Context: an optimization exercise on an open-source flow, tuned for small area. The choices shown serve that exercise and are no tape-out recipe.
Function was checked by simulation only, so behaviour that the tests miss may differ from the original.
Power and IR drop assume default switching activity.

==> design/flow/design.v <==
module key_clock(clk_50Mhz,rst_n,key1,key2,DIG,SEL,key_row,key_col,led,led4,buzzer);
	input clk_50Mhz,rst_n,key1,key2;
	input [3:0] key_col;
	output reg buzzer;
	output reg [7:0] DIG;        
	output [5:0] SEL;
	output reg [3:0] key_row;
	output reg [15:0] led;
	output reg [3:0] led4;
	wire clk = clk_50Mhz;
	reg [4:0] lo;
	reg [5:0] hi;
	wire lo_end = (lo == 5'h1d);
	wire hi_end = (hi == 6'd49);
	always @(posedge clk or negedge rst_n)
		if (!rst_n) begin
			lo <= 5'd0;
			hi <= 6'd0;
		end else begin
			lo <= lo_end ? 5'd0 : {lo[3:0], ~^(lo & 5'h14)};
			if (lo_end)
				hi <= hi_end ? 6'd0 : hi + 6'd1;
		end
	wire lo4 = (lo == 5'he);
	wire lo9 = (lo == 5'h8);
	wire lo14 = (lo == 5'h15);
	wire at0   = (hi == 6'd0) & (lo == 5'd0);
	wire at249 = (hi == 6'd12) & lo9;
	wire at499 = (hi == 6'd24) & lo_end;
	wire at749 = (hi == 6'd37) & lo9;
	wire samp  = (((hi == 6'd6) | (hi == 6'd31)) & lo4) |
	             (((hi == 6'd18) | (hi == 6'd43)) & lo14);
	wire tick4k = lo9;
	always @(posedge clk or negedge rst_n)
		if (!rst_n)
			key_row <= 4'b1111;
		else if (at0 | at249 | at499 | at749)
			key_row <= {key_row[2:0], ~at0};
	reg [15:0] scanq;
	reg first;
	reg [3:0] fl;
	wire [3:0] old = scanq[15:12] | {4{first}};
	always @(posedge clk or negedge rst_n)
		if (!rst_n)
			first <= 1'b1;
		else if (lo_end & hi_end)
			first <= 1'b0;
	always @(posedge clk) begin
		if (samp)
			scanq <= {scanq[11:0], key_col};
		fl <= samp ? (old & ~key_col) : 4'b0000;
	end
	wire [3:0] rsel = ~key_row;
	always @(posedge clk or negedge rst_n)
		if (!rst_n)
			led <= 16'd0;
		else
			led <= led ^ {fl & {4{rsel[3]}}, fl & {4{rsel[2]}}, fl & {4{rsel[1]}}, fl & {4{rsel[0]}}};
	wire k0 = fl[0] & rsel[0];
	wire k1 = fl[1] & rsel[0];
	wire k2 = fl[2] & rsel[0];
	wire k3 = fl[3] & rsel[0];
	wire k4 = fl[0] & rsel[1];
	wire k5 = fl[1] & rsel[1];
	wire k6 = fl[2] & rsel[1];
	reg [5:0] kh, km, ks;        
	reg mh, mm, ms, stop;        
	reg [5:0] rh, rm, rs;        
	wire ld = k0 | k1 | k2;
	wire [5:0] xh = ld ? rh : kh;
	wire [5:0] xm = ld ? rm : km;
	wire [5:0] xs = ld ? rs : ks;
	wire selH = mh & ~mm & ~ms;
	wire selM = ~mh & mm & ~ms;
	wire selS = ~mh & ~mm & ms;
	wire [5:0] v = selH ? xh : selM ? xm : xs;
	wire [5:0] vi = v + 6'd1;
	wire [5:0] vd = v - 6'd1;
	wire vbig = selH ? (vi >= 6'd24) : (vi >= 6'd60);
	wire [5:0] vn = k3 ? (vbig ? 6'd0 : vi) : ((vd == 6'd0) ? (selH ? 6'd23 : 6'd59) : vd);
	wire act = k3 | k4;
	always @(posedge clk or negedge rst_n)
		if (!rst_n) begin
			kh <= 6'd12; km <= 6'd46; ks <= 6'd57;
			mh <= 1'b0; mm <= 1'b0; ms <= 1'b0;
			stop <= 1'b0;
			led4 <= 4'b0000;
		end else begin
			kh <= k6 ? 6'd12 : (act & selH) ? vn : xh;
			km <= k6 ? 6'd46 : (act & selM) ? vn : xm;
			ks <= k6 ? 6'd57 : (act & selS) ? vn : xs;
			if (k6)      begin mh <= 1'b1; mm <= 1'b1; ms <= 1'b1; end
			else if (k5) begin mh <= 1'b0; mm <= 1'b0; ms <= 1'b0; end
			else if (k2) begin mh <= 1'b0; mm <= 1'b0; ms <= 1'b1; end
			else if (k1) begin mh <= 1'b0; mm <= 1'b1; ms <= 1'b0; end
			else if (k0) begin mh <= 1'b1; mm <= 1'b0; ms <= 1'b0; end
			if (k5 | k6)
				stop <= 1'b0;
			else if (ld | k3 | k4)
				stop <= 1'b1;
			if (k6)      led4 <= 4'b0101;
			else if (k5) led4 <= 4'b1000;
			else if (k4) led4 <= 4'b0011;
			else if (k3) led4 <= 4'b1100;
			else if (k2) led4 <= 4'b0100;
			else if (k1) led4 <= 4'b0010;
			else if (k0) led4 <= 4'b0001;
		end
	reg [15:0] sc;
	reg c, ring;
	wire tick = (sc == 16'hb003);
	wire tick_next = (sc == 16'h6007);
	always @(posedge clk or negedge rst_n)
		if (!rst_n)
			sc <= 16'd0;
		else
			sc <= (sc == 16'h521e) ? 16'd0 : {sc[14:0], ~^(sc & 16'hd008)};
	wire tld = c | mh | mm | ms;
	wire [5:0] h0 = tld ? kh : rh;
	wire [5:0] m0 = tld ? km : rm;
	wire [5:0] s0 = tld ? ks : rs;
	wire [5:0] s1 = stop ? s0 : s0 + 6'd1;
	wire sw = (s1 >= 6'd60);
	wire [5:0] s2 = sw ? 6'd0 : s1;
	wire [5:0] m1 = sw ? m0 + 6'd1 : m0;
	wire mw = (m1 >= 6'd60);
	wire [5:0] m2 = mw ? 6'd0 : m1;
	wire [5:0] h1 = mw ? h0 + 6'd1 : h0;
	wire [5:0] h2 = (h1 >= 6'd24) ? 6'd0 : h1;
	always @(posedge clk or negedge rst_n)
		if (!rst_n) begin
			rh <= 6'd0; rm <= 6'd0; rs <= 6'd0;
			c <= 1'b1;
			ring <= 1'b0;
		end else begin
			if (tick)
				ring <= (m2 == 6'd0) & (s2 <= 6'd3);
			if (tick_next) begin
				rh <= h2; rm <= m2; rs <= s2;
				c <= 1'b0;
			end
		end
	reg [2:0] st;
	reg [1:0] ht;
	always @(posedge clk or negedge rst_n)
		if (!rst_n)
			st <= 3'd7;
		else if (tick4k)
			st <= ((st == 3'd7) | (st == 3'd0)) ? 3'd1 :
			      (st == 3'd6) ? 3'd0 : st + 3'd1;
	assign SEL = (st == 3'd7) ? 6'b111111 :
	             (st == 3'd1) ? 6'b011111 :
	             (st == 3'd2) ? 6'b101111 :
	             (st == 3'd3) ? 6'b110111 :
	             (st == 3'd4) ? 6'b111011 :
	             (st == 3'd5) ? 6'b111101 : 6'b111110;
	function [6:0] seg(input [3:0] d);
		case (d)
			4'd0: seg = 7'b100_0000;
			4'd1: seg = 7'b111_1001;
			4'd2: seg = 7'b010_0100;
			4'd3: seg = 7'b011_0000;
			4'd4: seg = 7'b001_1001;
			4'd5: seg = 7'b001_0010;
			4'd6: seg = 7'b000_0010;
			4'd7: seg = 7'b111_1000;
			4'd8: seg = 7'b000_0000;
			4'd9: seg = 7'b001_0000;
			default: seg = 7'bxxx_xxxx;
		endcase
	endfunction
	wire [5:0] fv = (st == 3'd1 || st == 3'd2) ? rs :
	                (st == 3'd3 || st == 3'd4) ? rm : rh;
	wire [3:0] dv = (st == 3'd0) ? {2'b00, ht} : st[0] ? (fv % 6'd10) : (fv / 6'd10);
	always @(posedge clk)
		if (st == 3'd6)
			ht <= rh / 6'd10;
	always @(*)
		DIG = (st == 3'd7) ? 8'hff : {~(st == 3'd3 || st == 3'd5), seg(dv)};
	localparam IDLE = 2'd0, PLAY = 2'd1, PLAY_WAIT = 2'd2, PLAY_END = 2'd3;
	reg [1:0] mst;
	reg [4:0] pe;                
	reg [12:0] psub;
	reg [11:0] hzh;              
	reg [7:0] hzl;               
	reg [6:0] mc2;               
	reg [1:0] dinc, dclr;        
	wire [16:0] mr = mrom(mc2);
	wire play_end = (psub == 13'd0) & (pe == mr[4:0]);
	wire sound = (mst == PLAY) | (mst == PLAY_WAIT);
	always @(posedge clk or negedge rst_n)
		if (!rst_n)
			mst <= IDLE;
		else if (!ring)
			mst <= IDLE;
		else case (mst)
			IDLE:      mst <= PLAY;
			PLAY:      if (play_end) mst <= PLAY_WAIT;
			PLAY_WAIT: mst <= (mc2 == 7'd77) ? PLAY_END : PLAY;
			default:   mst <= IDLE;
		endcase
	wire psub_end = (psub == 13'h1b5a);
	wire hzl_end = (hzl == 8'h80);
	wire hz_wrap = mr[16] & (hzh == 12'd0) & (hzl == mr[15:8]);
	always @(posedge clk) begin
		if (mst == PLAY) begin
			psub <= psub_end ? 13'd0 : {psub[11:0], ~^(psub & 13'h100d)};
			pe <= pe + {4'd0, psub_end};
		end else begin
			psub <= 13'd0;
			pe <= 5'd0;
		end
		dinc <= {dinc[0], mst == PLAY_WAIT};
		dclr <= {dclr[0], (mst == IDLE) | (mst == PLAY_END)};
		if (dinc[1])
			mc2 <= mc2 + 7'd1;
		else if (dclr[1])
			mc2 <= 7'd0;
		if (sound & ~hz_wrap) begin
			hzl <= {hzl[6:0], ~^(hzl & 8'hb8) ^ (&hzl[6:0])};
			hzh <= hzh + {11'd0, hzl_end};
		end else begin
			hzl <= 8'd0;
			hzh <= 12'd0;
		end
	end
	wire hz_lt = (hzh == 12'd0) & (((hzl == 8'h0) & mr[5]) | ((hzl == 8'h1) & mr[6]) | ((hzl == 8'h3) & mr[7]));
	always @(posedge clk or negedge rst_n)
		if (!rst_n)
			buzzer <= 1'b1;
		else
			buzzer <= ~(sound & hz_lt);
	function [16:0] mrom(input [6:0] a);
		case (a)
		7'd0: mrom = 17'h1be68;
		7'd1: mrom = 17'h1d926;
		7'd2: mrom = 17'h1cd22;
		7'd3: mrom = 17'h14724;
		7'd4: mrom = 17'h1da22;
		7'd5: mrom = 17'h1cd22;
		7'd6: mrom = 17'h14722;
		7'd7: mrom = 17'h1d924;
		7'd8: mrom = 17'h1ee04;
		7'd9: mrom = 17'h15f02;
		7'd10: mrom = 17'h1fd02;
		7'd11: mrom = 17'h1ee02;
		7'd12: mrom = 17'h18e22;
		7'd13: mrom = 17'h1ee02;
		7'd14: mrom = 17'h1da30;
		7'd15: mrom = 17'h1da24;
		7'd16: mrom = 17'h1da22;
		7'd17: mrom = 17'h18e22;
		7'd18: mrom = 17'h13f24;
		7'd19: mrom = 17'h1cd24;
		7'd20: mrom = 17'h1d926;
		7'd21: mrom = 17'h1cd22;
		7'd22: mrom = 17'h14724;
		7'd23: mrom = 17'h1da24;
		7'd24: mrom = 17'h1be64;
		7'd25: mrom = 17'h14724;
		7'd26: mrom = 17'h1cd22;
		7'd27: mrom = 17'h1d922;
		7'd28: mrom = 17'h1cd22;
		7'd29: mrom = 17'h14722;
		7'd30: mrom = 17'h1d930;
		7'd31: mrom = 17'h18e24;
		7'd32: mrom = 17'h1ee02;
		7'd33: mrom = 17'h13f24;
		7'd34: mrom = 17'h1da24;
		7'd35: mrom = 17'h1cd22;
		7'd36: mrom = 17'h14722;
		7'd37: mrom = 17'h1d924;
		7'd38: mrom = 17'h1d928;
		7'd39: mrom = 17'h1be63;
		7'd40: mrom = 17'h1d921;
		7'd41: mrom = 17'h1be64;
		7'd42: mrom = 17'h1d923;
		7'd43: mrom = 17'h1cd21;
		7'd44: mrom = 17'h13f22;
		7'd45: mrom = 17'h1da22;
		7'd46: mrom = 17'h1cd2c;
		7'd47: mrom = 17'h1d922;
		7'd48: mrom = 17'h1cd22;
		7'd49: mrom = 17'h14724;
		7'd50: mrom = 17'h1da24;
		7'd51: mrom = 17'h1ee04;
		7'd52: mrom = 17'h18e24;
		7'd53: mrom = 17'h1da24;
		7'd54: mrom = 17'h18e22;
		7'd55: mrom = 17'h1da22;
		7'd56: mrom = 17'h14724;
		7'd57: mrom = 17'h1cd22;
		7'd58: mrom = 17'h1d922;
		7'd59: mrom = 17'h1be68;
		7'd60: mrom = 17'h14728;
		7'd61: mrom = 17'h1cd23;
		7'd62: mrom = 17'h14721;
		7'd63: mrom = 17'h1cd22;
		7'd64: mrom = 17'h1d922;
		7'd65: mrom = 17'h1be62;
		7'd66: mrom = 17'h1d922;
		7'd67: mrom = 17'h1cd22;
		7'd68: mrom = 17'h14722;
		7'd69: mrom = 17'h1d92c;
		7'd70: mrom = 17'h1be62;
		7'd71: mrom = 17'h1d922;
		7'd72: mrom = 17'h19262;
		7'd73: mrom = 17'h1be62;
		7'd74: mrom = 17'h19262;
		7'd75: mrom = 17'h16962;
		7'd76: mrom = 17'h13ce4;
		7'd77: mrom = 17'h142e4;
		7'd78: mrom = 17'h00010;
		default: mrom = 17'bx;
		endcase
	endfunction
endmodule
==> design/flow/run.sh <==
#!/bin/bash
# synth_recipe.tcl (not shown) runs the flow's synth.tcl, then flattens the netlist and writes it again
# the make line also repeats each setting of config.mk as NAME=value (left out here)
make -C /OpenROAD-flow-scripts/flow DESIGN_CONFIG=/design/flow/config.mk WORK_HOME=/design/flow/orfs CLKGATE_MAP_FILE= SYNTH_SCRIPT=/design/flow/synth_recipe.tcl finish
==> design/flow/config.mk <==
export PLATFORM = sky130hd
export DESIGN_NAME = key_clock
export DESIGN_NICKNAME = key_clock
export VERILOG_FILES = /design/flow/design.v
export SDC_FILE = /design/flow/constraint.sdc
export NUM_CORES = 4
export LEC_CHECK = 0
export ABC_AREA = 1
export CAP_MARGIN = 20
export CORE_MARGIN = 2
export CORE_UTILIZATION = 40
export SLEW_MARGIN = 20
==> design/flow/constraint.sdc <==
create_clock -name core_clock -period 10.0 [get_ports {clk_50Mhz}]
set_input_delay 2.0000 -clock core_clock [delete_from_list [all_inputs] [get_ports {clk_50Mhz}]]
set_output_delay 2.0000 -clock core_clock [all_outputs]
set_load 0.01 [all_outputs]
==> flow_metrics.py <==
metrics = {
    "logic_synthesis": {
        "synth.most_common_cell": "nand2_1",
        "yosys.area.top_type_share_pct": 17.9,
        "synth-edff-count": 25,
        "ys_dominant_reg_cell": "dfrtp_1",
        "yosysTopAreaCell": "dfrtp_1",
        "syn_nets": 1568,
        "yosysSeqAreaShare_pct": 40.6,
        "synth_warnings": 1,
        "syn_inst": 1517,
        "async_reset_ff_share_pct": 53.2,
        "ys_top_cells_by_count": "333 x nand2_1, 214 x inv_1, 158 x nor2_1",
        "avgSynthCellArea_um2": 7.38,
        "mappedNetlistArea_mm2": 0.0112,
        "synth_cell_types": 57,
        "synth.area.top_cells": "dfrtp_1 18%, dfxtp_1 11%, nand2_1 11%",
        "synth_seq_cells": 188,
    },
    "pwr": {
        "pwr_density_cell_mw_per_mm2": 128,
        "power_mw": 1.61,
        "ir_drop_mv": 0.116,
        "leakage_nw": 5.69,
    },
    "critical_path": {
        "path_max_fanout": 11,
        "crit_path_end_kind": "output port",
        "arrival_ns": 4.15,
        "start_kind": "register",
        "crit_path_max_incr_delay_ns": 0.65,
        "cp_cell_sequence": "inv_1 > nand3_1 > nand2_2 > inv_2 > nand3_1 > nand2_2 > nor2_1 > nand2_1 > nand2_1 > inv_1 > nand2_1 > nand2_1 > nand3_1 > nand2_2 > nand3_1 > nand3_1 > nand2_1 > nand2_1 > inv_1 > ha_1 > or2_1 > nand2_1 > clkdlybuf4s50_1",
        "crit_path_top_delay_cell": "dfstp_2",
        "reg2reg_depth": 17,
        "required_ns": 8.00,
        "path_common_cell": "nand2_1",
        "criticalPathCategory": "register to output port",
    },
    "place": {
        "gp_congestion": 0.938,
        "dpl.hpwl_um": 20400,
        "place_area_mm2": 0.0119,
        "portBuffers": 44,
        "dpl.cell_count": 1899,
    },
    "floorplan": {
        "num_io_pins": 47,
        "start_util_pct": 40.5,
        "dieArea_mm2": 0.0293,
        "core_region_area_mm2": 0.0276,
        "die_y_um": 171,
        "rows": 61,
        "chipWidth_um": 171,
    },
    "timing": {
        "finalHoldWorstSlack_ns": 0.325,
        "hold_viol": 0,
        "fin_crit_ns": 6.15,
        "slew_violations": 0,
        "slew_headroom_pct": 28.2,
        "skew_ns": 0.0172,
        "setup_viol": 0,
        "fin_crit_sh_pct": 61.5,
        "max_freq_mhz": 163,
        "fin_setup_tns_ns": 0,
        "rsz0062_at_grt": "false",
        "worstMarginPinSlew_ns": 1.08,
    },
    "clock_tree": {
        "cts_resized": 0,
        "clkTransAtPathRegs_ns": 0.08,
        "htree_num_levels": 4,
        "clock_sinks": 188,
        "cts_setup_buffers": 0,
        "cts-root-buf": "clkbuf_16",
        "cts_buffers": 17,
        "clk_latency_ns": 0.46,
        "cts_tree": "done",
        "clockBufferDepth": 2,
        "hold_buffers": 0,
    },
    "detailed_routing": {
        "drc": 0,
        "drt.antenna.violating_nets": 0,
        "drt_iter0_drc": 701,
        "finalWirelength_um": 27300,
        "viasPerCell": 5.13,
        "wire_per_inst_um": 14.1,
        "dr.pass1.iters": 5,
        "vias": 9901,
    },
    "final_layout": {
        "nFillCells": 2815,
        "final_layout_size_suffix_gt1_share_pct": 7.41,
        "final_nets": 1591,
        "syn2layout_area_growth_pct": 12.4,
        "final_area_mm2": 0.0126,
        "insertedDiodeCount": 0,
        "fin_cells": 1931,
    },
    "global_routing": {
        "grt_pass1_wl_um": 45800,
        "grt-ovfl-total": 0,
        "grt_max_degree": 54,
        "antenna_found_initial": 0,
        "use_met3_pct": 2.99,
        "top_usage_layer": "met2",
        "track_usage_pct": 19.5,
        "use_met2_pct": 31.7,
        "grt.met1_usage_pct": 26.4,
        "grt_pass1_vias": 9267,
    },
    "hold_path": {
        "min_path_cells": 0,
        "hp-class": "register to register",
    },
    "run_status": {
        "outcome": "timing/DRC/antenna clean",
    },
    "flow_run": {
        "maxCapViolCount": 0,
    },
}
==> sequential cells by signal (all words and copies together), names as in the netlist, 3 cells and up <==
| name | flops |
|---|---|
| led4 | 4 |
| lo | 5 |
| hzl | 8 |
| rm | 6 |
| hzh | 12 |
| sc | 16 |
| ks | 6 |
| km | 6 |
| led | 16 |
| pe | 5 |
| mr | 17 |
| rs | 6 |
| hi | 6 |
| rh | 6 |
| fl | 4 |
| key_row | 4 |
| kh | 6 |
| mc2 | 7 |
| psub | 13 |
| scanq | 16 |
| st | 3 |
==> cells in the final DEF (no fill, tap or decap), drive strengths merged, types with 2 or more instances in the layout <==
| cell type | count |
|---|---|
| clkinv | 8 |
| a21oi | 63 |
| o211ai | 14 |
| o41ai | 4 |
| nand4 | 30 |
| nor3 | 31 |
| o21ai | 127 |
| nor3b | 2 |
| dfrtp | 80 |
| o22ai | 6 |
| clkdlybuf4s50 | 43 |
| nor2 | 171 |
| clkbuf | 17 |
| dfxtp | 63 |
| inv | 227 |
| xor2 | 27 |
| a2111oi | 3 |
| buf | 8 |
| nand2 | 348 |
| or2 | 6 |
| xnor2 | 19 |
| nor4 | 12 |
| ha | 43 |
| o311ai | 2 |
| o221ai | 2 |
| o21bai | 8 |
| o21a | 3 |
| nand3 | 120 |
| a221oi | 2 |
| o2111ai | 4 |
| edfxtp | 25 |
| dfstp | 20 |
| a31o | 2 |
| a31oi | 3 |
==> layer usage <==
layer  wire, um  up-vias
met5          0        -
met4        658        0
met3       1140       41
met2      12800      247
met1      12700     4622
li1           -     4991
==> kinds of logic after synthesis <==
logic type / synth area share, %
and+or+nand+nor: 28.4
buffers and inverters: 9.54
AOI/OAI and AO/OA: 13.1
DFF: 40.6
xor gates and xnor gates: 3.60
adders and majority gates: 4.81
==> critical path: cells and delay by family (launching register included) <==
family        cells  cell delay [ns]
simple gates     17             1.75
fa+ha+maj         1             0.28
buf+inv           5             1.01
flops             1             0.65
==> per-stage QoR <==
step | util, % | setup WS (ns)
after floorplan | - | 5.21
after global placement | 43.1 | 4.46
after detailed placement | 43.1 | 4.39
after CTS | 45.5 | 3.88
after global routing | 45.5 | 3.48
final | 45.5 | 3.85
==> layout make-up <==
class	instances	area (um2)	share of cell area, %
repair buffers	51	490	3.90
flip-flops and latches	188	4540	36.1
well taps	378	473	3.76
clock buffers	17	425	3.38
multi-input cells	1062	5590	44.4
inverters	220	826	6.57
clock inverters	15	231	1.84
==> worst paths after layout <==
path / from / to / slack [ns]
max: st[0] / DIG[1] / 3.85
min: dinc[0] / dinc[1] / 0.33
max reg2reg: key_row[0] / kh[0] / 6.61
min in group asynchronous: rst_n / lo[4] / 1.58
min reg2reg: dinc[0] / dinc[1] / 0.33
max in group asynchronous: rst_n / ms / 7.34
==> report_power, final <==
group	switching, mW	internal, mW
Sequential	0.00676	0.779
Clock	0.377	0.356
Combinational	0.0600	0.0329
Total	0.443	1.17

[static timing again, ports no longer ideal]
The flow's constraints put no driver on any port. The routed layout listed below was extracted and timed again, unchanged, in two steps.
Step 1 (the two cells are an assumption about what drives the block):
set clk [get_ports {clk_50Mhz}]
set_driving_cell -lib_cell sky130_fd_sc_hd__clkbuf_16 $clk
set_driving_cell -lib_cell sky130_fd_sc_hd__buf_2 [delete_from_list [all_inputs] $clk]
Step 2, shift: input delay + t, output delay - t, t = (earliest + latest rising clock arrival at the registers) / 2. This alone moves slack from input paths to output paths.
a / b / c = no drivers / after step 1 / after step 2; a / b = the first two.
shift t [ns]: 0.499
setup slack, ns: 3.852 / 3.800 / 4.299
clock arrival spread, ns: 0.019 / 0.018
After both steps this run still meets setup and hold. For this run, drivers alone change the setup slack by -0.052 ns; drivers and shift together by +0.447 ns.
